This design comes from an exercise in tuning for small area on the open sky130 flow, not from production work.
At most, simulation tests tie the RTL to the original design; equivalence was not proved.
Function not checked in runs 1 and 2: the RTL went through the layout flow alone.
No activity file was given, so power comes from the tool's default toggle rates.

File: design.v
`timescale 1ns / 1ps
module muldiv(
    input           clk,
    input           rst,
    input           ph1,       
    input           mul,       
    input           sga,       
    input           sgb,       
    input  [31:0]   a,
    input  [31:0]   b,
    output [31:0]   hi,
    output [31:0]   lo
    );
    wire na = sga & a[31];
    wire nb = sgb & b[31];
    wire [31:0] ua, ub;
    cneg32 neg_a(.x(a), .n(na), .ci(1'b0), .y(ua), .any());
    cneg32 neg_b(.x(b), .n(nb), .ci(1'b0), .y(ub), .any());
    wire [31:0] k = ub ^ {32{~mul}};
    wire [31:0] zb;
    assign zb[31] = 1'b1;
    genvar zi;
    generate
        for (zi = 30; zi >= 0; zi = zi - 1) begin : g_zb
            assign zb[zi] = zb[zi+1] & ~ub[zi+1];
        end
    endgenerate
    reg  [31:0] st_w;
    reg  [15:0] st_u0, st_u1;
    wire [31:0] row_in  [0:16];
    wire [15:0] u0, u1;
    assign row_in[0] = ph1 ? 32'b0 : st_w;
    genvar p, j;
    generate
        for (p = 0; p < 16; p = p + 1) begin : g_row
            localparam POL = p % 2;
            wire abit = ph1 ? ua[31 - p] : ua[15 - p];
            wire [31:0] y = { row_in[p][30:0], (~mul & abit) ^ POL[0] };
            wire [32:0] c;
            wire [31:0] s;
            assign c[0] = ~mul ^ POL[0];
            for (j = 0; j < 32; j = j + 1) begin : g_cell
                wire x = k[j] ^ POL[0];
                assign s[j]   = y[j] ^ x ^ c[j];
                assign c[j+1] = (y[j] & x) | (c[j] & (y[j] ^ x));
            end
            wire co   = c[32] ^ POL[0];
            wire top  = row_in[p][31] ^ POL[0];
            wire q    = ph1 ? (zb[p] & (c[p+1] ^ POL[0])) : (zb[p+16] & (c[p+17] ^ POL[0]));
            wire sel  = mul ? abit : q;
            assign row_in[p+1] = ~(sel ? s : y);
            assign u0[p] = mul ? (top ^ (abit & co)) : q;
            assign u1[p] = abit & top & co;
        end
    endgenerate
    always @(negedge clk or posedge rst)
        if (rst) begin
            st_w  <= 32'b0;
            st_u0 <= 16'b0;
            st_u1 <= 16'b0;
        end else begin
            st_w  <= row_in[16];
            st_u0 <= u0;
            st_u1 <= u1;
        end
    wire [31:0] U0 = { st_u0[0],  st_u0[1],  st_u0[2],  st_u0[3],  st_u0[4],  st_u0[5],
                       st_u0[6],  st_u0[7],  st_u0[8],  st_u0[9],  st_u0[10], st_u0[11],
                       st_u0[12], st_u0[13], st_u0[14], st_u0[15],
                       u0[0],  u0[1],  u0[2],  u0[3],  u0[4],  u0[5],  u0[6],  u0[7],
                       u0[8],  u0[9],  u0[10], u0[11], u0[12], u0[13], u0[14], u0[15] };
    wire [31:0] U1 = { st_u1[0],  st_u1[1],  st_u1[2],  st_u1[3],  st_u1[4],  st_u1[5],
                       st_u1[6],  st_u1[7],  st_u1[8],  st_u1[9],  st_u1[10], st_u1[11],
                       st_u1[12], st_u1[13], st_u1[14], st_u1[15],
                       u1[0],  u1[1],  u1[2],  u1[3],  u1[4],  u1[5],  u1[6],  u1[7],
                       u1[8],  u1[9],  u1[10], u1[11], u1[12], u1[13], u1[14], u1[15] };
    wire [31:0] w = row_in[16];
    wire [31:0] mh;
    wire [32:0] hc;
    assign hc[0] = 1'b0;
    generate
        for (j = 0; j < 32; j = j + 1) begin : g_hadd
            wire u1s = (j == 0) ? 1'b0 : U1[j-1];
            assign mh[j]   = U0[j] ^ u1s ^ hc[j];
            assign hc[j+1] = (U0[j] & u1s) | (hc[j] & (U0[j] ^ u1s));
        end
    endgenerate
    wire [31:0] hi_u = mul ? mh : w;
    wire [31:0] lo_u = mul ? w : U0;
    wire n_lo = na ^ nb;
    wire n_hi = mul ? n_lo : na;
    wire lo_any;
    cneg32 neg_lo(.x(lo_u), .n(n_lo), .ci(1'b0), .y(lo), .any(lo_any));
    cneg32 neg_hi(.x(hi_u), .n(n_hi), .ci(mul & lo_any), .y(hi), .any());
endmodule
module cneg32(
    input  [31:0] x,
    input         n,
    input         ci,
    output [31:0] y,
    output        any
    );
    wire [32:0] o;
    assign o[0] = ci;
    genvar j;
    generate
        for (j = 0; j < 32; j = j + 1) begin : g
            assign y[j]   = x[j] ^ (n & o[j]);
            assign o[j+1] = o[j] | x[j];
        end
    endgenerate
    assign any = o[32];
endmodule
`timescale 1ns / 1ps
module cpu(
    input           clk,
    input           rst,
    output [31:0]   pc,
    input  [31:0]   imem_data,
    output          dmem_en,
    output          dmem_we,
    output [3:0]    dmem_be,
    output [9:0]    dmem_addr,
    output [31:0]   dmem_wdata,
    input  [31:0]   dmem_rdata,
    output [31:0]   out_reg6,
    output [31:0]   out_reg7,
    output [31:0]   out_reg15,
    output [31:0]   out_reg16
);
    localparam F_ADD = 5'd0, F_SUB = 5'd1, F_AND = 5'd2, F_OR = 5'd3, F_XOR = 5'd4,
               F_NOR = 5'd5, F_LUI = 5'd6, F_SLT = 5'd7, F_SLTU = 5'd8, F_MDHI = 5'd9,
               F_P = 5'd12, F_HI = 5'd13, F_LO = 5'd14, F_CLZ = 5'd15, F_MUL = 5'd16;
    localparam H_MUL = 2'd0, H_DIV = 2'd1, H_RS = 2'd2;
    localparam S_W = 2'd0, S_H = 2'd1, S_B = 2'd2;
    reg  [31:0] pc_r;
    reg  [31:0] id_instr;
    reg  [31:0] id_pc4;
    reg         f_stall, f_is_rs, f_is_rt;
    reg  [31:0] f_rs, f_rt;
    wire        n_stall, n_is_rs, n_is_rt;
    wire [31:0] n_rs, n_rt;
    reg  [31:0] e_a, e_b, e_p;
    reg  [4:0]  e_fn;
    reg         e_hw, e_lw, e_sga, e_sgb;
    reg  [1:0]  e_hsrc;
    reg         e_men, e_mwe, e_msg;
    reg  [1:0]  e_msz;
    reg         e_wena, e_mfc0;
    reg  [4:0]  e_rdc;
    reg  [31:0] m_val;
    reg  [11:0] m_addr;
    reg         m_en, m_we, m_sg;
    reg  [1:0]  m_sz;
    reg         m_wena, m_mfc0;
    reg  [4:0]  m_rdc;
    reg  [31:0] w_val;
    reg         w_wena;
    reg  [4:0]  w_rdc;
    reg  [31:0] hi_r, lo_r;
    wire        stall = n_stall;
    reg ph_p, ph_n;
    always @(posedge clk or posedge rst)
        if (rst) ph_p <= 1'b0;
        else     ph_p <= ~ph_p;
    always @(negedge clk or posedge rst)
        if (rst) ph_n <= 1'b0;
        else     ph_n <= ph_p;
    wire ph1 = ph_p ^ ph_n;
    wire [31:0] ins = id_instr;
    wire [5:0]  op  = ins[31:26];
    wire [5:0]  fn  = ins[5:0];
    wire [4:0]  rsc = ins[25:21];
    wire [4:0]  rtc = ins[20:16];
    wire [4:0]  rdf = ins[15:11];
    wire        opR = (op == 6'b000000);
    wire d_addi    = (op == 6'b001000);
    wire d_addiu   = (op == 6'b001001);
    wire d_andi    = (op == 6'b001100);
    wire d_ori     = (op == 6'b001101);
    wire d_sltiu   = (op == 6'b001011);
    wire d_lui     = (op == 6'b001111);
    wire d_xori    = (op == 6'b001110);
    wire d_slti    = (op == 6'b001010);
    wire d_beq     = (op == 6'b000100);
    wire d_bne     = (op == 6'b000101);
    wire d_j       = (op == 6'b000010);
    wire d_jal     = (op == 6'b000011);
    wire d_bgez    = (op == 6'b000001);
    wire d_lw      = (op == 6'b100011);
    wire d_lh      = (op == 6'b100001);
    wire d_lhu     = (op == 6'b100101);
    wire d_lb      = (op == 6'b100000);
    wire d_lbu     = (op == 6'b100100);
    wire d_sw      = (op == 6'b101011);
    wire d_sh      = (op == 6'b101001);
    wire d_sb      = (op == 6'b101000);
    wire d_addu    = opR & (fn == 6'b100001);
    wire d_and     = opR & (fn == 6'b100100);
    wire d_jr      = opR & (fn == 6'b001000);
    wire d_xor     = opR & (fn == 6'b100110);
    wire d_nor     = opR & (fn == 6'b100111);
    wire d_or      = opR & (fn == 6'b100101);
    wire d_sll     = opR & (fn == 6'b000000);
    wire d_sllv    = opR & (fn == 6'b000100);
    wire d_sltu    = opR & (fn == 6'b101011);
    wire d_sra     = opR & (fn == 6'b000011);
    wire d_srl     = opR & (fn == 6'b000010);
    wire d_subu    = opR & (fn == 6'b100011);
    wire d_add     = opR & (fn == 6'b100000);
    wire d_sub     = opR & (fn == 6'b100010);
    wire d_slt     = opR & (fn == 6'b101010);
    wire d_srlv    = opR & (fn == 6'b000110);
    wire d_srav    = opR & (fn == 6'b000111);
    wire d_divu    = opR & (fn == 6'b011011);
    wire d_jalr    = opR & (fn == 6'b001001);
    wire d_mfhi    = opR & (fn == 6'b010000);
    wire d_mflo    = opR & (fn == 6'b010010);
    wire d_mthi    = opR & (fn == 6'b010001);
    wire d_mtlo    = opR & (fn == 6'b010011);
    wire d_multu   = opR & (fn == 6'b011001);
    wire d_syscall = opR & (fn == 6'b001100);
    wire d_div     = opR & (fn == 6'b011010);
    wire d_teq     = opR & (fn == 6'b110100);
    wire d_break   = opR & (fn == 6'b001101);
    wire d_clz     = (op == 6'b011100) & (fn == 6'b100000);
    wire d_mul     = (op == 6'b011100) & (fn == 6'b000010);
    wire d_eret    = (op == 6'b010000) & (fn == 6'b011000);
    wire d_mfc0    = (ins[31:21] == 11'b01000000000) & (ins[10:3] == 8'b0);
    wire d_mtc0    = (ins[31:21] == 11'b01000000100) & (ins[10:3] == 8'b0);
    wire d_load  = d_lw | d_lh | d_lhu | d_lb | d_lbu;
    wire d_store = d_sw | d_sh | d_sb;
    wire rs_rena = d_addi | d_addiu | d_andi | d_ori | d_sltiu | d_xori | d_slti | d_addu |
                   d_and | d_beq | d_bne | d_jr | d_xor | d_nor | d_or | d_sllv | d_sltu |
                   d_subu | d_add | d_sub | d_slt | d_srlv | d_srav | d_clz | d_divu |
                   d_jalr | d_load | d_store | d_mul | d_multu | d_teq | d_div;
    wire rt_rena = d_addu | d_and | d_beq | d_bne | d_xor | d_nor | d_or | d_sll | d_sllv |
                   d_sltu | d_sra | d_srl | d_subu | d_add | d_sub | d_slt | d_srlv |
                   d_srav | d_divu | d_store | d_mtc0 | d_mul | d_multu | d_teq | d_div;
    wire grp_r   = d_add | d_addu | d_sub | d_subu | d_and | d_or | d_xor | d_nor | d_slt |
                   d_sltu | d_sll | d_srl | d_sra | d_sllv | d_srlv | d_srav | d_clz |
                   d_jalr | d_mfhi | d_mflo | d_mul;
    wire grp_i   = d_addi | d_addiu | d_andi | d_ori | d_xori | d_load | d_slti | d_sltiu |
                   d_lui | d_mfc0;
    wire rd_wena = grp_r | grp_i | d_jal;
    wire [4:0] rd_addr = grp_i ? rtc : (d_jal ? 5'd31 : rdf);
    wire b_imm    = d_addi | d_addiu | d_andi | d_ori | d_xori | d_slti | d_sltiu | d_load |
                    d_store | d_lui;
    wire imm_sign = d_addi | d_addiu | d_sltiu | d_slti;
    wire [31:0] imm = { {16{imm_sign & ins[15]}}, ins[15:0] };
    wire d_sh_l   = d_sll | d_sllv;
    wire d_sh_ra  = d_sra | d_srav;
    wire d_sh_any = d_sll | d_srl | d_sra | d_sllv | d_srlv | d_srav;
    wire d_sh_var = d_sllv | d_srlv | d_srav;
    wire [4:0] sh_k   = d_sh_var ? rs_v[4:0] : ins[10:6];
    wire       sh_big = d_sh_var & (|rs_v[31:5]);
    wire [31:0] sh_oh = 32'b1 << sh_k;
    wire [31:0] sh_ohr;
    assign sh_ohr[0] = sh_oh[0];
    genvar si;
    generate
        for (si = 1; si < 32; si = si + 1) begin : g_ohr
            assign sh_ohr[si] = sh_oh[32 - si];
        end
    endgenerate
    wire [31:0] sh_pow = d_sh_l  ? (sh_big ? 32'b0 : sh_oh) :
                         d_sh_ra ? (sh_big ? 32'b1 : sh_ohr) :
                                   (sh_big ? 32'b0 : sh_ohr);
    wire sh_hi = d_sh_any & ~d_sh_l & ((sh_k != 5'd0) | sh_big);
    reg [4:0] d_fn;
    always @(*) begin
        if (d_sub | d_subu)              d_fn = F_SUB;
        else if (d_and | d_andi)         d_fn = F_AND;
        else if (d_or | d_ori)           d_fn = F_OR;
        else if (d_xor | d_xori)         d_fn = F_XOR;
        else if (d_nor)                  d_fn = F_NOR;
        else if (d_lui)                  d_fn = F_LUI;
        else if (d_slt | d_slti)         d_fn = F_SLT;
        else if (d_sltu | d_sltiu)       d_fn = F_SLTU;
        else if (sh_hi)                  d_fn = F_MDHI;
        else if (d_sh_any)               d_fn = F_MUL;
        else if (d_jal | d_jalr | d_mfc0 | d_store) d_fn = F_P;
        else if (d_mfhi)                 d_fn = F_HI;
        else if (d_mflo)                 d_fn = F_LO;
        else if (d_clz)                  d_fn = F_CLZ;
        else if (d_mul)                  d_fn = F_MUL;
        else                             d_fn = F_ADD;
    end
    wire [1023:0] gflat;
    wire [31:0]   gvalid;
    assign gflat[31:0] = 32'b0;
    assign gvalid[0]   = 1'b0;
    wire wb_we = w_wena & (w_rdc != 5'd0);
    genvar gi;
    generate
        for (gi = 1; gi < 32; gi = gi + 1) begin : g_gpr
            reg [31:0] q;
            wire we = wb_we & (w_rdc == gi);
            if (gi == 6 || gi == 7 || gi == 15 || gi == 16) begin : g_rst
                always @(posedge clk or posedge rst)
                    if (rst)     q <= 32'b0;
                    else if (we) q <= w_val;
                assign gvalid[gi] = 1'b1;
            end else begin : g_val
                reg v;
                always @(posedge clk)
                    if (we) q <= w_val;
                always @(posedge clk or posedge rst)
                    if (rst)     v <= 1'b0;
                    else if (we) v <= 1'b1;
                assign gvalid[gi] = v;
            end
            assign gflat[gi*32 +: 32] = q;
        end
    endgenerate
    assign out_reg6  = g_gpr[6].q;
    assign out_reg7  = g_gpr[7].q;
    assign out_reg15 = g_gpr[15].q;
    assign out_reg16 = g_gpr[16].q;
    wire [4:0]  rf_ra = ph1 ? rsc : rtc;
    wire [31:0] rf_q  = gflat[rf_ra*32 +: 32] & {32{gvalid[rf_ra]}};
    reg  [31:0] rf_rs_q;
    always @(negedge clk or posedge rst)
        if (rst) rf_rs_q <= 32'b0;
        else     rf_rs_q <= rf_q;
    wire [31:0] rf_rt_q = rf_q;
    wire        byp_rs  = w_wena & (w_rdc == rsc);
    wire        byp_rt  = w_wena & (w_rdc == rtc);
    wire [31:0] rf_rs = (rs_rena & (rsc != 5'd0)) ? (byp_rs ? w_val : rf_rs_q) : 32'b0;
    wire [31:0] rf_rt = (rt_rena & (rtc != 5'd0)) ? (byp_rt ? w_val : rf_rt_q) : 32'b0;
    wire [31:0] rs_v = n_is_rs ? n_rs : rf_rs;
    wire [31:0] rt_v = n_is_rt ? n_rt : rf_rt;
    wire [1023:0] cflat;
    wire [31:0]   cvalid;
    wire [31:0]   status;
    wire [31:0]   epc;
    wire exc = status[0] & ((d_syscall & status[1]) | (d_break & status[2]) | (d_teq & status[3]));
    wire [4:0] cause = d_break ? 5'b01001 : (d_syscall ? 5'b01000 : (d_teq ? 5'b01101 : 5'b0));
    wire [31:0] epc_in;
    dec30 epc_dec(.x(id_pc4[31:2]), .y(epc_in[31:2]));
    assign epc_in[1:0] = id_pc4[1:0];
    generate
        for (gi = 0; gi < 32; gi = gi + 1) begin : g_c0
            reg [31:0] q;
            wire wsel = d_mtc0 & (rdf == gi);
            if (gi == 12) begin : g_st
                always @(posedge clk or posedge rst)
                    if (rst)         q <= 32'b0;
                    else if (wsel)   q <= rt_v;
                    else if (d_mtc0) q <= q;
                    else if (exc)    q <= { q[26:0], 5'b0 };
                    else if (d_eret) q <= { 5'b0, q[31:5] };
                assign cvalid[gi] = 1'b1;
            end else if (gi == 13) begin : g_ca
                always @(posedge clk or posedge rst)
                    if (rst)                  q <= 32'b0;
                    else if (wsel)            q <= rt_v;
                    else if (~d_mtc0 & exc)   q <= { 25'd0, cause, 2'd0 };
                assign cvalid[gi] = 1'b1;
            end else if (gi == 14) begin : g_epc
                always @(posedge clk or posedge rst)
                    if (rst)                  q <= 32'b0;
                    else if (wsel)            q <= rt_v;
                    else if (~d_mtc0 & exc)   q <= epc_in;
                assign cvalid[gi] = 1'b1;
            end else begin : g_val
                reg v;
                always @(posedge clk)
                    if (wsel) q <= rt_v;
                always @(posedge clk or posedge rst)
                    if (rst)       v <= 1'b0;
                    else if (wsel) v <= 1'b1;
                assign cvalid[gi] = v;
            end
            assign cflat[gi*32 +: 32] = q;
        end
    endgenerate
    assign status = g_c0[12].q;
    assign epc    = g_c0[14].q;
    wire [31:0] c0_rd = cflat[rdf*32 +: 32] & {32{cvalid[rdf]}};
    wire eq = (rs_v == rt_v);
    wire branch = (d_beq & eq) | (d_bne & ~eq) | (d_bgez & ~rs_v[31]) | d_j | d_jr | d_jal |
                  d_jalr | (d_teq & eq) | (~d_teq & exc);
    wire btaken = (d_beq | d_bne | d_bgez) & branch;
    wire [31:0] pc4_if, baddr;
    inc30 pc_inc(.x(pc_r[31:2]), .y(pc4_if[31:2]));
    assign pc4_if[1:0] = pc_r[1:0];
    wire [1:0] baddr_hi_unused;
    add32 br_add(.a({ 2'b0, id_pc4[31:2] }), .b({ {16{ins[15]}}, ins[15:0] }), .ci(1'b0),
                 .s({ baddr_hi_unused, baddr[31:2] }), .co());
    assign baddr[1:0] = id_pc4[1:0];
    wire [31:0] jaddr  = { id_pc4[31:28], ins[25:0], 2'b00 };
    wire [31:0] npc = d_eret          ? epc :
                      btaken          ? baddr :
                      (d_j | d_jal)   ? jaddr :
                      (d_jr | d_jalr) ? rs_v :
                      exc             ? 32'h00400004 : pc4_if;
    assign pc = pc_r;
    always @(posedge clk or posedge rst)
        if (rst)         pc_r <= 32'h00400000;
        else if (~stall) pc_r <= npc;
    always @(posedge clk or posedge rst)
        if (rst)         id_instr <= 32'b0;
        else if (branch) id_instr <= 32'b0;
        else if (~stall) id_instr <= imem_data;
    always @(posedge clk)
        if (~stall) id_pc4 <= pc4_if;
    wire e_load = e_men & ~e_mwe;
    always @(posedge clk or posedge rst)
        if (rst) begin
            e_wena <= 1'b0; e_men <= 1'b0; e_hw <= 1'b0; e_lw <= 1'b0;
        end else if (stall) begin
            e_wena <= 1'b0; e_men <= 1'b0; e_hw <= 1'b0; e_lw <= 1'b0;
        end else begin
            e_wena <= rd_wena;
            e_men  <= d_load | d_store;
            e_hw   <= d_mul | d_multu | d_div | d_divu | d_mthi;
            e_lw   <= d_mul | d_multu | d_div | d_divu | d_mtlo;
        end
    always @(posedge clk) begin
        e_a    <= d_sh_any ? rt_v : rs_v;
        e_b    <= d_sh_any ? sh_pow : (b_imm ? imm : rt_v);
        e_p    <= (d_jal | d_jalr) ? id_pc4 : (d_mfc0 ? c0_rd : rt_v);
        e_fn   <= d_fn;
        e_sga  <= d_mul | d_div | d_sh_ra;
        e_sgb  <= d_mul | d_div;
        e_hsrc <= (d_div | d_divu) ? H_DIV : H_MUL;
        e_mwe  <= d_store;
        e_msz  <= (d_lh | d_lhu | d_sh) ? S_H : ((d_lb | d_lbu | d_sb) ? S_B : S_W);
        e_msg  <= d_lh | d_lb;
        e_rdc  <= rd_addr;
        e_mfc0 <= d_mfc0;
    end
    wire [31:0] A = e_a;
    wire [31:0] B = e_b;
    wire        sub = (e_fn == F_SUB) | (e_fn == F_SLT) | (e_fn == F_SLTU);
    wire [32:0] sum;
    add32 alu_add(.a(A), .b(B ^ {32{sub}}), .ci(sub), .s(sum[31:0]), .co(sum[32]));
    wire        lt_u = ~sum[32];
    wire        lt_s = (A[31] ^ B[31]) ? A[31] : sum[31];
    reg [5:0] clz;
    integer ci;
    always @(*) begin
        clz = 6'd32;
        for (ci = 0; ci < 32; ci = ci + 1)
            if (A[ci]) clz = 6'd31 - ci[5:0];
    end
    wire [31:0] md_hi, md_lo;
    muldiv muldiv_inst(
        .clk(clk), .rst(rst), .ph1(ph1), .mul(e_hsrc == H_MUL), .sga(e_sga), .sgb(e_sgb),
        .a(A), .b(B), .hi(md_hi), .lo(md_lo));
    wire [3:0] lg_tt = (e_fn == F_AND) ? 4'b1000 :
                       (e_fn == F_OR)  ? 4'b1110 :
                       (e_fn == F_XOR) ? 4'b0110 : 4'b0001;
    wire [31:0] lg;
    generate
        for (si = 0; si < 32; si = si + 1) begin : g_lg
            assign lg[si] = lg_tt[{ A[si], B[si] }];
        end
    endgenerate
    reg [31:0] ex_val;
    always @(*) begin
        case (e_fn)
            F_ADD:   ex_val = sum[31:0];
            F_SUB:   ex_val = sum[31:0];
            F_AND:   ex_val = lg;
            F_OR:    ex_val = lg;
            F_XOR:   ex_val = lg;
            F_NOR:   ex_val = lg;
            F_LUI:   ex_val = { B[15:0], 16'b0 };
            F_SLT:   ex_val = { 31'b0, lt_s };
            F_SLTU:  ex_val = { 31'b0, lt_u };
            F_MDHI:  ex_val = md_hi;
            F_P:     ex_val = e_p;
            F_HI:    ex_val = hi_r & {32{hi_v}};
            F_LO:    ex_val = lo_r & {32{lo_v}};
            F_CLZ:   ex_val = { 26'b0, clz };
            F_MUL:   ex_val = md_lo;
            default: ex_val = sum[31:0];
        endcase
    end
    wire [31:0] ex_fwd = e_mfc0 ? 32'b0 : ex_val;
    reg hi_v, lo_v;
    always @(posedge clk) begin
        if (e_hw) hi_r <= md_hi;
        if (e_lw) lo_r <= md_lo;
    end
    always @(posedge clk or posedge rst)
        if (rst) begin
            hi_v <= 1'b0;
            lo_v <= 1'b0;
        end else begin
            if (e_hw) hi_v <= 1'b1;
            if (e_lw) lo_v <= 1'b1;
        end
    always @(posedge clk or posedge rst)
        if (rst) begin
            m_en   <= 1'b0;
            m_wena <= 1'b0;
        end else begin
            m_en   <= e_men;
            m_wena <= e_wena;
        end
    always @(posedge clk) begin
        m_val  <= ex_val;
        m_addr <= sum[11:0];
        m_we   <= e_mwe;
        m_sz   <= e_msz;
        m_sg   <= e_msg;
        m_rdc  <= e_rdc;
        m_mfc0 <= e_mfc0;
    end
    wire [1:0] alo = m_addr[1:0];
    assign dmem_en   = m_en;
    assign dmem_we   = m_we;
    assign dmem_addr = m_addr[11:2];
    assign dmem_be   = (m_sz == S_W) ? 4'b1111 :
                       (m_sz == S_H) ? ((alo == 2'b00) ? 4'b0011 : ((alo == 2'b10) ? 4'b1100 : 4'b0000)) :
                       (4'b0001 << alo);
    assign dmem_wdata = (m_sz == S_W) ? m_val :
                        (m_sz == S_H) ? { m_val[15:0], m_val[15:0] } : {4{m_val[7:0]}};
    reg [31:0] ld;
    always @(*) begin
        case (m_sz)
            S_H: begin
                case (alo)
                    2'b00:   ld = { {16{m_sg & dmem_rdata[15]}}, dmem_rdata[15:0] };
                    2'b10:   ld = { {16{m_sg & dmem_rdata[31]}}, dmem_rdata[31:16] };
                    default: ld = 32'b0;
                endcase
            end
            S_B: begin
                case (alo)
                    2'b00:   ld = { {24{m_sg & dmem_rdata[7]}},  dmem_rdata[7:0] };
                    2'b01:   ld = { {24{m_sg & dmem_rdata[15]}}, dmem_rdata[15:8] };
                    2'b10:   ld = { {24{m_sg & dmem_rdata[23]}}, dmem_rdata[23:16] };
                    default: ld = { {24{m_sg & dmem_rdata[31]}}, dmem_rdata[31:24] };
                endcase
            end
            default: ld = dmem_rdata;
        endcase
    end
    wire        m_load  = m_en & ~m_we;
    wire [31:0] wb_in   = m_load ? ld : m_val;
    wire [31:0] mem_fwd = m_mfc0 ? 32'b0 : wb_in;
    always @(posedge clk or posedge rst)
        if (rst) w_wena <= 1'b0;
        else     w_wena <= m_wena;
    always @(posedge clk) begin
        w_val <= wb_in;
        w_rdc <= m_rdc;
    end
    wire ex_hit_rs  = e_wena & rs_rena & (e_rdc == rsc);
    wire ex_hit_rt  = e_wena & rt_rena & (e_rdc == rtc);
    wire mem_hit_rs = m_wena & rs_rena & (m_rdc == rsc);
    wire mem_hit_rt = m_wena & rt_rena & (m_rdc == rtc);
    assign n_stall = ~f_stall & (ex_hit_rs | ex_hit_rt) & e_load;
    assign n_is_rs = f_stall ? f_is_rs : (ex_hit_rs | mem_hit_rs);
    assign n_is_rt = f_stall ? f_is_rt : (ex_hit_rt | mem_hit_rt);
    assign n_rs = f_stall ? (f_is_rs ? mem_fwd : f_rs) :
                  ex_hit_rs ? (e_load ? f_rs : ex_fwd) :
                  mem_hit_rs ? mem_fwd : f_rs;
    assign n_rt = f_stall ? ((~f_is_rs & f_is_rt) ? mem_fwd : f_rt) :
                  ex_hit_rt ? (e_load ? f_rt : ex_fwd) :
                  mem_hit_rt ? mem_fwd : f_rt;
    always @(posedge clk or posedge rst)
        if (rst) begin
            f_stall <= 1'b0;
            f_is_rs <= 1'b0;
            f_is_rt <= 1'b0;
            f_rs    <= 32'b0;
            f_rt    <= 32'b0;
        end else begin
            f_stall <= n_stall;
            f_is_rs <= n_is_rs;
            f_is_rt <= n_is_rt;
            f_rs    <= n_rs;
            f_rt    <= n_rt;
        end
endmodule
module add32(
    input  [31:0] a,
    input  [31:0] b,
    input         ci,
    output [31:0] s,
    output        co
    );
    wire [32:0] c;
    assign c[0] = ci;
    genvar j;
    generate
        for (j = 0; j < 32; j = j + 1) begin : g
            assign s[j]   = a[j] ^ b[j] ^ c[j];
            assign c[j+1] = (a[j] & b[j]) | (c[j] & (a[j] ^ b[j]));
        end
    endgenerate
    assign co = c[32];
endmodule
module inc30(
    input  [29:0] x,
    output [29:0] y
    );
    wire [30:0] c;
    assign c[0] = 1'b1;
    genvar j;
    generate
        for (j = 0; j < 30; j = j + 1) begin : g
            assign y[j]   = x[j] ^ c[j];
            assign c[j+1] = x[j] & c[j];
        end
    endgenerate
endmodule
module dec30(
    input  [29:0] x,
    output [29:0] y
    );
    wire [30:0] bw;
    assign bw[0] = 1'b1;
    genvar j;
    generate
        for (j = 0; j < 30; j = j + 1) begin : g
            assign y[j]    = x[j] ^ bw[j];
            assign bw[j+1] = ~x[j] & bw[j];
        end
    endgenerate
endmodule
File: flow/run.sh
#!/bin/bash
# 1. the standard synthesis, unchanged.
# 2. Area-oriented re-mapping of its combinational gates (flow/remap.tcl);
#    registers, adder cells and tie cells are untouched.
# 3. the standard layout of that netlist, with ports buffered by the
#    smallest buffer and a clock tree with larger leaf clusters and no
#    dummy loads.
# Each tool's output goes to a log file of its own in this folder.
set -euo pipefail
W=$PWD
bash standard.sh synth > log_1_synth.log 2>&1
R=orfs/results/$FLOW_PLATFORM/cpu/base
cp $R/1_2_yosys.v standard_synth.v
mv orfs orfs_synth
YOSYS=$(command -v yosys || echo $FLOW_HOME/../tools/install/yosys/bin/yosys)
REMAP_LIB=$FLOW_HOME/platforms/$FLOW_PLATFORM/lib/sky130_fd_sc_hd__tt_025C_1v80.lib \
REMAP_IN=$W/standard_synth.v REMAP_OUT=$W/remapped.v REMAP_TOP=$FLOW_TOP \
REMAP_SCRIPT=$W/flow/remap.abc REMAP_DIR=$W \
  $YOSYS -c flow/remap.tcl > log_2_remap.log 2>&1
bash standard.sh \
  "SYNTH_NETLIST_FILES=$W/remapped.v" \
  "BUFFER_PORTS_ARGS=-buffer_cell sky130_fd_sc_hd__buf_1" \
  "CTS_ARGS=-sink_clustering_enable -repair_clock_nets -dont_use_dummy_load -buf_list sky130_fd_sc_hd__clkbuf_8 -sink_clustering_size 12 -sink_clustering_max_diameter 100" \
  finish > log_3_layout.log 2>&1
File: flow/remap.abc
strash
dch -f
amap -F 4 -A 10 -m
topo
File: flow/remap.tcl
# Re-map the combinational logic of the standard synthesis with an
# area-oriented ABC script.  Flip-flops, adder cells and tie cells are kept
# as they are (same instances, names and cell types); only the gates between
# them are unmapped to plain logic and mapped again.
yosys -import
set lib $::env(REMAP_LIB)
set dir $::env(REMAP_DIR)
set keep {sky130_fd_sc_hd__df* sky130_fd_sc_hd__edf* sky130_fd_sc_hd__sdf* sky130_fd_sc_hd__sedf*
          sky130_fd_sc_hd__dlx* sky130_fd_sc_hd__dlr* sky130_fd_sc_hd__dlclkp* sky130_fd_sc_hd__sdlclkp*
          sky130_fd_sc_hd__fa_* sky130_fd_sc_hd__fah* sky130_fd_sc_hd__ha_* sky130_fd_sc_hd__conb_*}
set dont_use {}
foreach p {sky130_fd_sc_hd__probe_p_8 sky130_fd_sc_hd__probec_p_8 sky130_fd_sc_hd__lpflow_*
           sky130_fd_sc_hd__clk* sky130_fd_sc_hd__dly* sky130_fd_sc_hd__buf_*} {
  lappend dont_use -dont_use $p
}

# every cell as its function; the kept ones as black boxes
read_liberty -ignore_miss_func $lib
foreach p $keep { setattr -mod -set blackbox 1 $p }
read_verilog $::env(REMAP_IN)
hierarchy -top $::env(REMAP_TOP)
tee -o $dir/remap_before.txt stat -liberty $lib
flatten
opt -purge
abc -liberty $lib {*}$dont_use -script $::env(REMAP_SCRIPT) -D 500000
opt_clean -purge
setundef -zero
hilomap -singleton -hicell sky130_fd_sc_hd__conb_1 HI -locell sky130_fd_sc_hd__conb_1 LO
insbuf -buf sky130_fd_sc_hd__buf_1 A X
splitnets
opt_clean -purge
# cell definitions for the checks below (flatten dropped the unused ones)
read_liberty -lib -overwrite $lib
tee -o $dir/remap_after.txt stat -liberty $lib
check -assert
write_verilog -noattr -nohex -nodec $::env(REMAP_OUT)
File: standard.sh
#!/bin/bash
# synth_recipe.tcl (not shown) runs the flow's synth.tcl, then flattens the netlist and writes it again
# the make line also repeats each setting of config.mk as NAME=value (left out here)
make -C /OpenROAD-flow-scripts/flow DESIGN_CONFIG=/design/flow/config.mk WORK_HOME=/design/flow/orfs CLKGATE_MAP_FILE= SYNTH_SCRIPT=/design/flow/synth_recipe.tcl "${@:-finish}"
File: config.mk
export PLATFORM = sky130hd
export DESIGN_NAME = cpu
export DESIGN_NICKNAME = cpu
export VERILOG_FILES = /design/flow/design.v
export SDC_FILE = /design/flow/constraint.sdc
export NUM_CORES = 8
export LEC_CHECK = 0
export ABC_AREA = 1
export CAP_MARGIN = 25
export CORE_MARGIN = 2
export CORE_UTILIZATION = 55
export PLACE_DENSITY = 0.65
export SLEW_MARGIN = 25
File: constraint.sdc
create_clock -name core_clock -period 500.0 [get_ports {clk}]
set_input_delay 100.0000 -clock core_clock [delete_from_list [all_inputs] [get_ports {clk}]]
set_output_delay 100.0000 -clock core_clock [all_outputs]
set_load 0.01 [all_outputs]
==> results.yml, run 1 <==
route:
  remaining_drc_errors: 0
  drt-pass1-iter-count: 10
  via_count: 100000
  via_per_inst: 7.30
  antenna_left: 0
  wl_per_cell_um: 36.7
  dr.first_iter.drc_count: 16600
  wl_mm: 503
clock_tree:
  cts.sinks: 2610
  postCtsSetupBuffers: 0
  clock_path_buffers: 3
  cts_resized: 0
  root_buffer: "clkbuf_8"
  path_clk_slew_ns: 0.09
  cts_buffers: 238
  cts_tree: "built"
  htree_levels: 4
  holdBufCountCts: 0
  clock_latency_ns: 1.10
setup_path:
  path_depth: 604
  r2r_slack_ns: 43.45
  cp-startpoint: "ph_n"
  cp_top_family: "adder cells"
  path_max_fanout: 47
  critical_path.endpoint_type: "flip-flop"
  r2r_start: "ph_n"
  critPathLaunchType: "flip-flop"
  path_class: "flip-flop to flip-flop"
  cp_slowest_stage_delay_ns: 0.75
  path_buf_inv: 56
  reg2reg_depth: 604
  cp-endpoint: "pc_r[31]"
  crit_top_cell: "fa_1"
  timing.rr.end: "pc_r[31]"
  crit_slowest_cell: "inv_1"
  crit_required_ns: 500.93
  cp.arrival_ns: 457.48
power_and_ir_drop:
  power.density_nw_per_um2: 8.15
  irDropWorstVdd_mv: 0.00894
  comb-power_uw: 691
  power_frac_seq_pct: 28.0
  power.switching_uw: 595
  leakage_nw: 50.6
  p_seq_uw: 312
  p_sw_share_pct: 53.5
  maxPowerGroup: "combinational cells"
  pwr-share-comb_pct: 62.0
  power_frac_clock_pct: 10.0
  p_int_uw: 518
  pg_clk_uw: 111
synth:
  synthCells: 9941
  ys_warn_count: 0
  syn_area_um2: 125000
  postSynthAreaPerCell_um2: 12.6
  syn-num-nets: 10700
die:
  die_h_um: 480
  initial_core_util_pct: 55.4
  rows: 174
  ios: 274
  core_um2: 225000
  fp.dieW_um: 480
  die_area_um2: 231000
finish:
  fillers: 18000
  drive_gt1_share_pct: 7.79
  finalInstanceArea_um2: 137000
  nets: 11400
  syn_to_final_growth_pct: 9.42
global_routing:
  track_usage_pct: 43.0
  grt_pass1_wl_mm: 709
  grt_pass1_vias: 94700
  overflow: 0
  grt_max_degree: 158
  antenna_found_initial: 36
sta:
  holdWs_ns: 0.348
  setup-tns-final_ns: 0
  setup_viol: 0
  slew_viol_final: 0
  setup_ws_ns: 43.45
  hold_violations: 0
  slew_headroom_pct: 13.2
  rsz0062_at_grt: "no"
  worst_pin_slew_ns: 1.30
  finalClockSkew_ns: 0.294
outcome:
  status: "finished clean"
hold_path:
  hold_path_depth: 0
  min_path_type: "flip-flop to flip-flop"
  hp-start: "e_rdc[3]"
  whs_endpoint: "m_rdc[3]"
placement:
  gp_congestion: 1.05
  placed_cell_area_um2: 133000
  portBuffers: 273
  pre_cts_slack_ns: 43.84
  dp_hpwl_mm: 341
flow_run:
  max-cap-violations: 0
stage by stage:
stage | power (mW) | instances | utilization, %
3_5_place_dp | 0.976 | 13400 | 59.1
4_1_cts | 1.09 | 13700 | 60.6
6_report | 1.11 | 13700 | 60.6
2_1_floorplan | 0.690 | 9941 | -
5_1_grt | 1.16 | 13700 | 60.6
3_3_place_gp | 0.963 | 13400 | 59.1
flip-flops by register name, summed over array words and instances, names as in the netlist, 12 cells and up:
name	cells
e_a	32
e_b	32
e_p	32
f_rs	32
f_rt	32
g_c0.genblk1.genblk1.g_val.v	29
g_c0.q	1024
g_gpr.g_val.v	27
g_gpr.q	992
hi_r	32
id_instr	32
id_pc4	32
lo_r	32
m_addr	12
m_val	32
muldiv_inst.st_u0	16
muldiv_inst.st_u1	15
muldiv_inst.st_w	32
pc_r	32
rf_rs_q	32
w_val	32
layout by cell type (no fill, tap or decap), types with 185 or more instances in the layout:
cell type and instances:
a22o_1 185, clkbuf_8 238, nor2_1 645, o21ai_0 648
dfrtp_1 418, o22ai_1 860, o221ai_1 260, a221oi_1 271
inv_1 842, o22a_1 255, a22oi_1 269, buf_1 273
dfxtp_1 197, a21oi_1 518, buf_4 396, edfxtp_1 1888
fa_1 571, nand2_1 560
cell type report:
cell class	instances	area [µm²]	share of cell area [%]
diodes	12	30.0	0.0220
clock buffers	238	3280	2.40
inverters	860	3260	2.39
multi-input cells	6303	48300	35.3
flip-flops and latches	2610	73800	54.0
well taps	2992	3740	2.74
repair buffers	684	4270	3.12
per-layer routing:
metal  part of all wire, %  global-route usage, %
met4                   6.2                   22.2
met5                 0.031                  0.124
met2                    43                   61.7
met1                    37                   59.4
met3                    14                   13.0
==> inputs of run 2 (changes only) <==
--- a/config.mk
+++ b/config.mk
@@ -8,6 +8,6 @@
 export ABC_AREA = 1
-export CAP_MARGIN = 25
+export CAP_MARGIN = 40
 export CORE_MARGIN = 2
-export CORE_UTILIZATION = 55
-export PLACE_DENSITY = 0.65
-export SLEW_MARGIN = 25
+export CORE_UTILIZATION = 65
+export PLACE_DENSITY = 0.75
+export SLEW_MARGIN = 40
==> run 2 against run 1 <==
Against the previous run:
- die area decreased by 15%
- register-to-register slack improved by 0.37 ns
- non-clock buffer count decreased by 40
- sequential cell count unchanged
- sequential share of layout area increased by 0.23 points
- via count increased by 3.0%
- wire length decreased by 0.93%
- worst setup slack improved by 0.37 ns
- combinational power decreased by 2%
- critical path depth increased by 4
- highest routed layer unchanged
==> results.yml, run 2 <==
outcome:
  status: "finished clean"
finish:
  utilization_pct: 71.4
  nets: 11400
  largestRegisters: "g_c0.q: 1024 flops, g_gpr.q: 992 flops"
  finalInstanceArea_um2: 136000
  fillers: 12600
  top_register: "g_c0.q"
  final_cell_mix: "1888 x edfxtp_1, 851 x o22ai_1, 832 x inv_1"
  final_common_cell: "edfxtp_1"
  drive_gt1_share_pct: 7.89
  seq_area_um2: 73800
  multiInputGateArea_um2: 48500
  largest_register_ffs: 1024
  syn_to_final_growth_pct: 8.98
power_and_ir_drop:
  p_sw_share_pct: 53.2
  irDropWorstVdd_mv: 0.00677
  p_seq_uw: 317
  pg_clk_uw: 111
  power.density_nw_per_um2: 8.12
  power_frac_seq_pct: 28.7
  pwr-share-comb_pct: 61.3
  p_int_uw: 517
  power.switching_uw: 588
  leakage_nw: 50.5
  power_frac_clock_pct: 10.1
  comb-power_uw: 677
  maxPowerGroup: "combinational cells"
setup_path:
  cp-endpoint: "pc_r[0]"
  timing.rr.end: "pc_r[0]"
  reg2reg_depth: 608
  critical_path.endpoint_type: "flip-flop"
  crit_top_cell: "fa_1"
  path_buf_inv: 50
  r2r_start: "ph_n"
  path_depth: 608
  cp.arrival_ns: 457.13
  critPathLaunchType: "flip-flop"
  path_class: "flip-flop to flip-flop"
  path_max_fanout: 47
  cp_slowest_stage_delay_ns: 0.82
  r2r_slack_ns: 43.82
  crit_required_ns: 500.96
  crit_slowest_cell: "a21oi_1"
  cp-startpoint: "ph_n"
  cp_top_family: "adder cells"
clock_tree:
  cts_tree: "built"
  clock_path_buffers: 3
  holdBufCountCts: 0
  htree_levels: 4
  cts.sinks: 2610
  cts_resized: 0
  path_clk_slew_ns: 0.09
  root_buffer: "clkbuf_8"
  postCtsSetupBuffers: 0
  clock_latency_ns: 1.09
  cts_buffers: 238
synth:
  postSynthAreaPerCell_um2: 12.6
  syn_area_um2: 125000
  ys_warn_count: 0
  syn-num-nets: 10700
  synthCells: 9941
placement:
  portBuffers: 273
  dp_hpwl_mm: 333
  gp_congestion: 1.08
  placed_cell_area_um2: 133000
sta:
  hold_violations: 0
  slew_viol_final: 0
  rsz0062_at_grt: "no"
  setup_viol: 0
  finalClockSkew_ns: 0.305
  worst_pin_slew_ns: 1.05
  slew_headroom_pct: 28.9
  setup-tns-final_ns: 0
route:
  remaining_drc_errors: 0
  drt-pass1-iter-count: 14
  via_count: 103000
  antenna_left: 0
  via_per_inst: 7.81
  wl_per_cell_um: 37.8
  dr.first_iter.drc_count: 19800
  wl_mm: 498
die:
  die_area_um2: 196000
  rows: 160
  ios: 274
  die_h_um: 442
  core_um2: 191000
  fp.dieW_um: 442
  initial_core_util_pct: 65.5
global_routing:
  overflow: 0
  antenna_found_initial: 42
  track_usage_pct: 50.3
  grt_pass1_wl_mm: 707
  grt_max_degree: 145
  grt_pass1_vias: 98900
flow_run:
  max-cap-violations: 0
hold_path:
  min_path_type: "flip-flop to flip-flop"
  whs_endpoint: "m_sz[0]"
  hold_path_depth: 0
  hp-start: "e_msz[0]"
==> run 2: layer usage <==
layer / GRT usage (%) / routed length (µm) / vias to the layer above / share of wire, %
met4: 35.7 / 45900 / 38 / 9.2
li1: - / - / 40400 / -
met3: 17.0 / 81400 / 2387 / 16
met1: 64.6 / 159000 / 49600 / 32
met5: 0 / 230 / - / 0.046
met2: 72.2 / 212000 / 10500 / 43
==> run 2: stage by stage <==
stage	worst slack [ns]	instances	power (mW)	hold WS, ns
6_report	43.82	13200	1.11	0.313
5_1_grt	34.69	13200	1.15	0.308
4_1_cts	44.13	13200	1.07	0.307
3_5_place_dp	44.19	12900	0.958	0.329
3_3_place_gp	47.30	12900	0.938	0.329
2_1_floorplan	42.37	9941	0.690	0.310
==> run 2: area by class of cell <==
cell class                      instances  area share, %
Sequential cell                      2610           54.2
Multi-Input combinational cell       6303           35.6
Antenna cell                           23         0.0423
Timing Repair Buffer                  644           2.99
Inverter                              860           2.40
Clock buffer                          238           2.41
Tap cell                             2511           2.31
==> inputs of run 3 (changes only) <==
--- a/design.v
+++ b/design.v
@@ -325,8 +325,11 @@
     wire [31:0] rf_rt_q = rf_q;
-    wire        byp_rs  = w_wena & (w_rdc == rsc);
+    wire        byp_rs  = w_wena & (w_rdc == rsc) & (rsc != 5'd0);
     wire        byp_rt  = w_wena & (w_rdc == rtc);
-    wire [31:0] rf_rs = (rs_rena & (rsc != 5'd0)) ? (byp_rs ? w_val : rf_rs_q) : 32'b0;
+    wire [31:0] rf_rs = byp_rs ? w_val : rf_rs_q;
     wire [31:0] rf_rt = (rt_rena & (rtc != 5'd0)) ? (byp_rt ? w_val : rf_rt_q) : 32'b0;
-    wire [31:0] rs_v = n_is_rs ? n_rs : rf_rs;
-    wire [31:0] rt_v = n_is_rt ? n_rt : rf_rt;
+    wire rt_rd = rt_rena & (rtc != 5'd0);
+    wire [31:0] rs_v = (n_rs & {32{n_is_rs}}) | (w_val & {32{~n_is_rs & byp_rs}}) |
+                       (rf_rs_q & {32{~n_is_rs & ~byp_rs}});
+    wire [31:0] rt_v = (n_rt & {32{n_is_rt}}) | (w_val & {32{~n_is_rt & rt_rd & byp_rt}}) |
+                       (rf_rt_q & {32{~n_is_rt & rt_rd & ~byp_rt}});
     wire [1023:0] cflat;
@@ -378,5 +381,5 @@
     assign epc    = g_c0[14].q;
-    wire [31:0] c0_rd = cflat[rdf*32 +: 32] & {32{cvalid[rdf]}};
+    wire [31:0] c0_rd = cflat[rdf*32 +: 32] & {32{cvalid[rdf] & d_mfc0}};
     wire eq = (rs_v == rt_v);
-    wire branch = (d_beq & eq) | (d_bne & ~eq) | (d_bgez & ~rs_v[31]) | d_j | d_jr | d_jal |
+    wire branch = (d_beq & eq) | (d_bne & ~eq) | d_bgez | d_j | d_jr | d_jal |
                   d_jalr | (d_teq & eq) | (~d_teq & exc);
@@ -391,7 +394,11 @@
     wire [31:0] jaddr  = { id_pc4[31:28], ins[25:0], 2'b00 };
-    wire [31:0] npc = d_eret          ? epc :
-                      btaken          ? baddr :
-                      (d_j | d_jal)   ? jaddr :
-                      (d_jr | d_jalr) ? rs_v :
-                      exc             ? 32'h00400004 : pc4_if;
+    wire n_eret = d_eret;
+    wire n_br   = btaken;
+    wire n_j    = d_j | d_jal;
+    wire n_jr   = d_jr | d_jalr;
+    wire n_exc  = exc;
+    wire n_seq  = ~(n_eret | n_br | n_j | n_jr | n_exc);
+    wire [31:0] npc = (epc & {32{n_eret}}) | (baddr & {32{n_br}}) | (jaddr & {32{n_j}}) |
+                      (rs_v & {32{n_jr}}) | ({32{n_exc}} & 32'h00400004) |
+                      (pc4_if & {32{n_seq}});
     assign pc = pc_r;
@@ -419,5 +426,5 @@
     always @(posedge clk) begin
-        e_a    <= d_sh_any ? rt_v : rs_v;
-        e_b    <= d_sh_any ? sh_pow : (b_imm ? imm : rt_v);
-        e_p    <= (d_jal | d_jalr) ? id_pc4 : (d_mfc0 ? c0_rd : rt_v);
+        e_a    <= (rt_v & {32{d_sh_any}}) | (rs_v & {32{~d_sh_any}});
+        e_b    <= (sh_pow & {32{d_sh_any}}) | (imm & {32{b_imm}}) | (rt_v & {32{~d_sh_any & ~b_imm}});
+        e_p    <= ({32{d_jal | d_jalr}} & id_pc4) | c0_rd | rt_v;
         e_fn   <= d_fn;
@@ -459,23 +466,11 @@
     endgenerate
-    reg [31:0] ex_val;
-    always @(*) begin
-        case (e_fn)
-            F_ADD:   ex_val = sum[31:0];
-            F_SUB:   ex_val = sum[31:0];
-            F_AND:   ex_val = lg;
-            F_OR:    ex_val = lg;
-            F_XOR:   ex_val = lg;
-            F_NOR:   ex_val = lg;
-            F_LUI:   ex_val = { B[15:0], 16'b0 };
-            F_SLT:   ex_val = { 31'b0, lt_s };
-            F_SLTU:  ex_val = { 31'b0, lt_u };
-            F_MDHI:  ex_val = md_hi;
-            F_P:     ex_val = e_p;
-            F_HI:    ex_val = hi_r & {32{hi_v}};
-            F_LO:    ex_val = lo_r & {32{lo_v}};
-            F_CLZ:   ex_val = { 26'b0, clz };
-            F_MUL:   ex_val = md_lo;
-            default: ex_val = sum[31:0];
-        endcase
-    end
+    wire f_arith = (e_fn == F_ADD) | (e_fn == F_SUB);
+    wire f_logic = (e_fn == F_AND) | (e_fn == F_OR) | (e_fn == F_XOR) | (e_fn == F_NOR);
+    wire [31:0] ex_val = (sum[31:0] & {32{f_arith}}) | (lg & {32{f_logic}}) |
+                         ({ B[15:0], 16'b0 } & {32{e_fn == F_LUI}}) |
+                         { 31'b0, (lt_s & (e_fn == F_SLT)) | (lt_u & (e_fn == F_SLTU)) } |
+                         (md_hi & {32{e_fn == F_MDHI}}) | (md_lo & {32{e_fn == F_MUL}}) |
+                         (e_p & {32{e_fn == F_P}}) |
+                         (hi_r & {32{hi_v & (e_fn == F_HI)}}) | (lo_r & {32{lo_v & (e_fn == F_LO)}}) |
+                         ({ 26'b0, clz } & {32{e_fn == F_CLZ}});
     wire [31:0] ex_fwd = e_mfc0 ? 32'b0 : ex_val;
@@ -558,8 +553,12 @@
     assign n_is_rt = f_stall ? f_is_rt : (ex_hit_rt | mem_hit_rt);
-    assign n_rs = f_stall ? (f_is_rs ? mem_fwd : f_rs) :
-                  ex_hit_rs ? (e_load ? f_rs : ex_fwd) :
-                  mem_hit_rs ? mem_fwd : f_rs;
-    assign n_rt = f_stall ? ((~f_is_rs & f_is_rt) ? mem_fwd : f_rt) :
-                  ex_hit_rt ? (e_load ? f_rt : ex_fwd) :
-                  mem_hit_rt ? mem_fwd : f_rt;
+    wire rs_mem = f_stall ? f_is_rs : (~ex_hit_rs & mem_hit_rs);
+    wire rs_ex  = ~f_stall & ex_hit_rs & ~e_load;
+    wire rs_old = ~rs_mem & ~rs_ex;
+    wire rt_mem = f_stall ? (~f_is_rs & f_is_rt) : (~ex_hit_rt & mem_hit_rt);
+    wire rt_ex  = ~f_stall & ex_hit_rt & ~e_load;
+    wire rt_old = ~rt_mem & ~rt_ex;
+    assign n_rs = (wb_in  & {32{rs_mem & ~m_mfc0}}) | (ex_val & {32{rs_ex & ~e_mfc0}}) |
+                  (f_rs   & {32{rs_old}});
+    assign n_rt = (wb_in  & {32{rt_mem & ~m_mfc0}}) | (ex_val & {32{rt_ex & ~e_mfc0}}) |
+                  (f_rt   & {32{rt_old}});
     always @(posedge clk or posedge rst)
--- a/flow/run.sh
+++ b/flow/run.sh
@@ -22,2 +22,3 @@
   "BUFFER_PORTS_ARGS=-buffer_cell sky130_fd_sc_hd__buf_1" \
+  "RECOVER_POWER=100" \
   "CTS_ARGS=-sink_clustering_enable -repair_clock_nets -dont_use_dummy_load -buf_list sky130_fd_sc_hd__clkbuf_8 -sink_clustering_size 12 -sink_clustering_max_diameter 100" \
--- a/config.mk
+++ b/config.mk
@@ -8,6 +8,6 @@
 export ABC_AREA = 1
-export CAP_MARGIN = 40
+export CAP_MARGIN = 25
 export CORE_MARGIN = 2
-export CORE_UTILIZATION = 65
-export PLACE_DENSITY = 0.75
-export SLEW_MARGIN = 40
+export CORE_UTILIZATION = 55
+export PLACE_DENSITY = 0.65
+export SLEW_MARGIN = 25
==> run 3 against run 2 <==
Against the previous run:
- now fails the layout checks on capacitance limit, slew limit
- worst setup slack worse by 6.4 ns
- via count is 6.3% lower
- final cell count grew 0.37%
- register-to-register slack got worse by 6.4 ns
- sequential cell count stayed put
- sequential power down 12%
- sequential share of layout area grew 1.4 points
- wire length decreased by 0.44%
- hold slack improved by 0.037 ns
- synthesized cell count decreased by 4.4%
- largest power group is now sequential cells
- highest routed layer unchanged
==> results.yml, run 3 <==
outcome:
  status: "complete, but fails checks"
  violations: "capacitance limit, slew limit"
sta:
  slew_viol_final: 4614
  setup_viol: 0
  setup-tns-final_ns: 0
  hold_violations: 0
  slew_headroom_pct: -361
  worst_pin_slew_ns: 6.92
  finalClockSkew_ns: 0.263
  rsz0062_at_grt: "no"
  holdWs_ns: 0.350
power_and_ir_drop:
  p_int_uw: 375
  maxPowerGroup: "sequential cells"
  p_seq_uw: 279
  power_frac_seq_pct: 43.9
  leakage_nw: 47.9
  power_frac_clock_pct: 17.5
  p_sw_share_pct: 40.9
  irDropWorstVdd_mv: 0.00308
  power_uw: 636
  power.density_nw_per_um2: 4.79
  pwr-share-comb_pct: 38.5
  comb-power_uw: 245
  power.switching_uw: 260
  pg_clk_uw: 112
placement:
  dp.cells: 13000
  placed_cell_area_um2: 130000
  portBuffers: 273
  gp_congestion: 1.05
  dp_hpwl_mm: 335
route:
  remaining_drc_errors: 0
  via_per_inst: 7.29
  via_count: 96600
  dr.first_iter.drc_count: 16100
  wl_mm: 496
  wl_per_cell_um: 37.5
  drt-pass1-iter-count: 13
  antenna_left: 0
clock_tree:
  cts_resized: 0
  root_buffer: "clkbuf_8"
  clock_latency_ns: 1.08
  postCtsSetupBuffers: 0
  holdBufCountCts: 0
  cts_tree: "built"
  cts.sinks: 2610
  clock_path_buffers: 3
  cts_buffers: 238
  path_clk_slew_ns: 0.09
  htree_levels: 4
setup_path:
  r2r_start: "ph_n"
  path_depth: 634
  cp-endpoint: "pc_r[6]"
  crit_top_cell: "fa_1"
  cp-startpoint: "ph_n"
  cp.arrival_ns: 463.48
  path_class: "flip-flop to flip-flop"
  path_buf_inv: 76
  crit_required_ns: 500.93
  cp_slowest_stage_delay_ns: 1.40
  reg2reg_depth: 634
  cp_top_family: "adder cells"
  critPathLaunchType: "flip-flop"
  crit_slowest_cell: "clkbuf_1"
  critical_path.endpoint_type: "flip-flop"
  r2r_slack_ns: 37.46
  timing.rr.end: "pc_r[6]"
  path_max_fanout: 49
hold_path:
  hold_path_depth: 0
  hp-start: "e_msz[1]"
  min_path_type: "flip-flop to flip-flop"
  whs_endpoint: "m_sz[1]"
die:
  die_h_um: 475
  initial_core_util_pct: 55.5
  ios: 274
  fp.dieW_um: 475
  core_um2: 220000
  die_area_um2: 226000
  rows: 172
global_routing:
  grt_max_degree: 148
  antenna_found_initial: 53
  overflow: 0
  grt_pass1_vias: 91800
  grt_pass1_wl_mm: 694
  track_usage_pct: 43.5
finish:
  drive_gt1_share_pct: 5.67
  final_cell_mix: "1888 x edfxtp_1, 1114 x o22ai_1, 787 x inv_1"
  top_register: "g_c0.q"
  finalInstanceArea_um2: 133000
  multiInputGateArea_um2: 45300
  nets: 11000
  seq_area_um2: 73700
  final_cells: 13200
  final_common_cell: "edfxtp_1"
  largest_register_ffs: 1024
  fillers: 17600
  syn_to_final_growth_pct: 8.68
  largestRegisters: "g_c0.q: 1024 flops, g_gpr.q: 992 flops"
synth:
  syn_area_um2: 122000
  synthCells: 9505
  syn-num-nets: 10200
  ys_warn_count: 0
  postSynthAreaPerCell_um2: 12.8
flow_run:
  max-cap-violations: 143
==> run 3: cell types whose count changed in the layout (fill, tap and decap cells not counted), moves of 52 or more <==
cell and delta:
clkbuf_1 +230, buf_4 -140, a21oi_1 -224, a22oi_1 -152
o21a_1 -52, a221oi_1 -161, nor2_1 +122, a222oi_1 +91
a22o_1 -153, o22ai_1 +263, a221o_1 +54, nand2_1 -73
==> run 3: layout make-up <==
cell class              count  area share [%]
flip-flops and latches   2610            55.6
diodes                     28          0.0528
clock buffers             238            2.47
multi-input cells        5912            34.2
repair buffers            677            2.60
well taps                2958            2.79
inverters                 815            2.34
==> run 3: through the flow <==
| step | worst slack (ns) | util, % |
|---|---|---|
| 2_1_floorplan | 45.52 | - |
| 3_3_place_gp | 51.34 | 59.2 |
| 5_1_grt | 27.43 | 60.3 |
| 3_5_place_dp | 48.65 | 59.2 |
| 6_report | 37.46 | 60.3 |
| 4_1_cts | 48.44 | 60.7 |
==> run 3: layer usage <==
| metal | wire length, µm | vias up | global-route usage [%] |
|---|---|---|---|
| met5 | 198 | - | 0 |
| met1 | 176000 | 48500 | 57.9 |
| met3 | 67100 | 1629 | 12.6 |
| met2 | 215000 | 7521 | 63.6 |
| li1 | - | 38900 | - |
| met4 | 37400 | 28 | 25.9 |
==> inputs of run 4 (changes only) <==
--- a/flow/run.sh
+++ b/flow/run.sh
@@ -22,3 +22,2 @@
   "BUFFER_PORTS_ARGS=-buffer_cell sky130_fd_sc_hd__buf_1" \
-  "RECOVER_POWER=100" \
   "CTS_ARGS=-sink_clustering_enable -repair_clock_nets -dont_use_dummy_load -buf_list sky130_fd_sc_hd__clkbuf_8 -sink_clustering_size 12 -sink_clustering_max_diameter 100" \
--- a/config.mk
+++ b/config.mk
@@ -10,4 +10,4 @@
 export CORE_MARGIN = 2
-export CORE_UTILIZATION = 55
-export PLACE_DENSITY = 0.65
+export CORE_UTILIZATION = 65
+export PLACE_DENSITY = 0.75
 export SLEW_MARGIN = 25
==> run 4 against run 3 <==
Against the previous run:
- the run now finishes clean
- critical path type unchanged
- hold slack got worse by 0.017 ns
- critical path depth fell by 6
- non-clock buffer count fell by 11
- count of clock-buffer cells in the layout did not move
- core utilization rose by 11 points
==> results.yml, run 4 <==
outcome:
  status: "finished clean"
route:
  via_count: 98000
  dr.first_iter.drc_count: 17500
  dr_wl_met2_mm: 208
  wl_met1_mm: 149
  drt-pass1-iter-count: 13
  wl_met3_mm: 71.7
  wl_mm: 475
  remaining_drc_errors: 0
  top_layer: "met5"
  via_per_inst: 7.68
  wl_per_cell_um: 37.3
  antenna_left: 0
clock_tree:
  clock_latency_ns: 1.09
  htree_levels: 4
  postCtsSetupBuffers: 0
  path_clk_slew_ns: 0.09
  cts_tree: "built"
  holdBufCountCts: 0
  cts_buffers: 238
  cts_resized: 0
  clock_path_buffers: 3
  root_buffer: "clkbuf_8"
  cts.sinks: 2610
power_and_ir_drop:
  leakage_nw: 48.6
  comb-power_uw: 243
  power.density_nw_per_um2: 4.76
  p_int_uw: 376
  power_uw: 633
  pg_clk_uw: 111
  pwr-share-comb_pct: 38.4
  power.switching_uw: 257
  power_frac_seq_pct: 44.1
  irDropWorstVdd_mv: 0.00584
  maxPowerGroup: "sequential cells"
  power_frac_clock_pct: 17.5
  p_seq_uw: 279
  p_sw_share_pct: 40.6
setup_path:
  cp-endpoint: "pc_r[22]"
  path_depth: 628
  path_buf_inv: 76
  r2r_slack_ns: 47.85
  reg2reg_depth: 628
  critical_path.endpoint_type: "flip-flop"
  r2r_start: "ph_n"
  crit_top_cell: "fa_1"
  cp-startpoint: "ph_n"
  path_class: "flip-flop to flip-flop"
  critPathLaunchType: "flip-flop"
  timing.rr.end: "pc_r[22]"
  path_max_fanout: 50
  crit_required_ns: 500.98
  crit_slowest_cell: "inv_1"
  cp_top_family: "adder cells"
  cp.arrival_ns: 453.13
  cp_slowest_stage_delay_ns: 0.77
hold_path:
  hp-start: "e_msz[1]"
  hold_path_depth: 0
  min_path_type: "flip-flop to flip-flop"
  whs_endpoint: "m_sz[1]"
finish:
  final_common_cell: "edfxtp_1"
  top_register: "g_c0.q"
  syn_to_final_growth_pct: 8.99
  final_cells: 12800
  fillers: 12600
  largestRegisters: "g_c0.q: 1024 flops, g_gpr.q: 992 flops"
  drive_gt1_share_pct: 7.92
  largest_register_ffs: 1024
  final_cell_mix: "1888 x edfxtp_1, 1109 x o22ai_1, 783 x inv_1"
  finalInstanceArea_um2: 133000
  nets: 11000
  seq_area_um2: 73700
  multiInputGateArea_um2: 45700
placement:
  gp_congestion: 1.09
  dp.cells: 12500
  placed_cell_area_um2: 130000
  dp_hpwl_mm: 318
  portBuffers: 273
global_routing:
  grt_max_degree: 166
  track_usage_pct: 49.3
  antenna_found_initial: 37
  overflow: 0
  grt_pass1_wl_mm: 672
  grt_pass1_vias: 94500
die:
  ios: 274
  rows: 159
  initial_core_util_pct: 65.2
  die_area_um2: 191000
  die_h_um: 437
  fp.dieW_um: 437
  core_um2: 187000
synth:
  ys_warn_count: 0
  synthCells: 9505
  syn-num-nets: 10200
  postSynthAreaPerCell_um2: 12.8
  syn_area_um2: 122000
flow_run:
  max-cap-violations: 0
sta:
  worst_pin_slew_ns: 1.27
  hold_violations: 0
  holdWs_ns: 0.332
  rsz0062_at_grt: "no"
  setup-tns-final_ns: 0
  slew_viol_final: 0
  setup_viol: 0
  slew_headroom_pct: 14.4
  finalClockSkew_ns: 0.292
run 4: cell count changes in the layout (fill, tap and decap cells not counted), moves of 5 or more:
cell / previous run / this run
dfxtp_1: 204 / 198
nor2_1: 766 / 742
o22ai_1: 1114 / 1109
clkbuf_1: 230 / 0
nor2_4: 37 / 62
inv_2: 5 / 14
buf_1: 232 / 273
dfxtp_2: 0 / 6
buf_4: 206 / 380
a21oi_4: 3 / 8
diode_2: 28 / 18
run 4: through the flow:
| stage | utilization, % | worst slack [ns] |
|---|---|---|
| after global placement | 69.2 | 52.09 |
| after global routing | 71.1 | 38.04 |
| after detailed placement | 69.2 | 48.58 |
| final | 71.1 | 47.85 |
| after CTS | 71.0 | 48.40 |
| after floorplan | - | 45.52 |
run 4: routing by layer:
layer,GRT usage (%),vias to the layer above
met5,0.252,-
met4,37.4,34
met3,16.5,2291
met2,72.8,9116
met1,60.3,47700
li1,-,38900
run 4: final cells by class:
cell class	count	area share [%]
sequential	2610	55.4
multi-input combinational	5912	34.3
timing repair buffer	666	3.07
clock buffer	238	2.46
inverter	815	2.35
tap	2495	2.35
antenna	18	0.0338
==> inputs of run 5 (changes only) <==
--- a/flow/run.sh
+++ b/flow/run.sh
@@ -22,3 +22,3 @@
   "BUFFER_PORTS_ARGS=-buffer_cell sky130_fd_sc_hd__buf_1" \
-  "CTS_ARGS=-sink_clustering_enable -repair_clock_nets -dont_use_dummy_load -buf_list sky130_fd_sc_hd__clkbuf_8 -sink_clustering_size 12 -sink_clustering_max_diameter 100" \
+  "CTS_ARGS=-sink_clustering_enable -repair_clock_nets -dont_use_dummy_load -buf_list sky130_fd_sc_hd__clkbuf_8 -sink_clustering_size 16 -sink_clustering_max_diameter 60" \
   finish > log_3_layout.log 2>&1
==> run 5 against run 4 <==
Against the previous run:
- largest power group unchanged
- synthesized cell count did not move
- area after synthesis did not move
- via count decreased by 0.42%
- highest routed layer unchanged
- critical path type unchanged
==> results.yml, run 5 <==
outcome:
  status: "finished clean"
die:
  rows: 159
  die_h_um: 437
  initial_core_util_pct: 65.2
  fp.dieW_um: 437
  core_um2: 187000
  die_area_um2: 191000
  ios: 274
clock_tree:
  clock_latency_ns: 1.08
  path_clk_slew_ns: 0.11
  holdBufCountCts: 0
  htree_levels: 4
  cts.sinks: 2610
  cts_tree: "built"
  clock_path_buffers: 3
  root_buffer: "clkbuf_8"
  postCtsSetupBuffers: 0
  cts_buffers: 198
  cts_resized: 0
sta:
  hold_violations: 0
  rsz0062_at_grt: "no"
  finalClockSkew_ns: 0.264
  slew_headroom_pct: 16.5
  setup_ws_ns: 47.73
  holdWs_ns: 0.293
  slew_viol_final: 0
  setup-tns-final_ns: 0
  setup_viol: 0
  worst_pin_slew_ns: 1.24
synth:
  synthCells: 9505
  ys_warn_count: 0
  syn-num-nets: 10200
  postSynthAreaPerCell_um2: 12.8
  syn_area_um2: 122000
power_and_ir_drop:
  pwr-share-comb_pct: 38.9
  irDropWorstVdd_mv: 0.00591
  p_sw_share_pct: 40.7
  power.density_nw_per_um2: 4.70
  power_frac_seq_pct: 44.8
  p_int_uw: 369
  power.switching_uw: 254
  comb-power_uw: 243
  pg_clk_uw: 102
  leakage_nw: 48.4
  power_frac_clock_pct: 16.3
  p_seq_uw: 279
  maxPowerGroup: "sequential cells"
  power_uw: 624
route:
  dr.first_iter.drc_count: 17400
  via_per_inst: 7.67
  wl_mm: 474
  remaining_drc_errors: 0
  drt-pass1-iter-count: 13
  via_count: 97600
  wl_per_cell_um: 37.3
  antenna_left: 0
setup_path:
  path_class: "flip-flop to flip-flop"
  cp-startpoint: "ph_n"
  path_buf_inv: 75
  r2r_slack_ns: 47.73
  critPathLaunchType: "flip-flop"
  cp_slowest_stage_delay_ns: 0.67
  r2r_start: "ph_n"
  cp_top_family: "adder cells"
  timing.rr.end: "pc_r[22]"
  critical_path.endpoint_type: "flip-flop"
  path_depth: 629
  reg2reg_depth: 629
  cp.arrival_ns: 453.16
  crit_slowest_cell: "inv_1"
  path_max_fanout: 50
  cp-endpoint: "pc_r[22]"
  crit_top_cell: "fa_1"
  crit_required_ns: 500.90
finish:
  drive_gt1_share_pct: 7.58
  utilization_pct: 70.8
  finalInstanceArea_um2: 133000
  syn_to_final_growth_pct: 8.58
  nets: 10900
  final_common_cell: "edfxtp_1"
  top_register: "g_c0.q"
  final_cells: 12700
  largest_register_ffs: 1024
  final_cell_mix: "1888 x edfxtp_1, 1111 x o22ai_1, 784 x inv_1"
  largestRegisters: "g_c0.q: 1024 flops, g_gpr.q: 992 flops"
global_routing:
  grt_pass1_vias: 93700
  grt_pass1_wl_mm: 669
  track_usage_pct: 49.1
  overflow: 0
  antenna_found_initial: 35
  grt_max_degree: 166
placement:
  portBuffers: 273
  placed_cell_area_um2: 130000
  dp_hpwl_mm: 318
  pre_cts_slack_ns: 48.58
  gp_congestion: 1.09
  dp.cells: 12500
hold_path:
  whs_endpoint: "m_rdc[4]"
  hold_path_depth: 0
  hp-start: "e_rdc[4]"
  min_path_type: "flip-flop to flip-flop"
flow_run:
  max-cap-violations: 0
## run 5: per-layer routing
metal | wire, µm | GRT usage [%] | vias up
met1 | 149000 | 60.6 | 47500
met2 | 208000 | 72.9 | 9059
met4 | 45600 | 36.6 | 16
met5 | 108 | 0 | -
met3 | 70500 | 15.9 | 2215
li1 | - | - | 38800
## run 5: area by class of cell
type | count | area (µm²)
clock buffer | 198 | 2730
multi-input combinational | 5912 | 45700
sequential | 2610 | 73700
inverter | 815 | 3120
fill | 12700 | 54600
tap | 2495 | 3120
timing repair buffer | 669 | 4140
antenna | 19 | 47.5
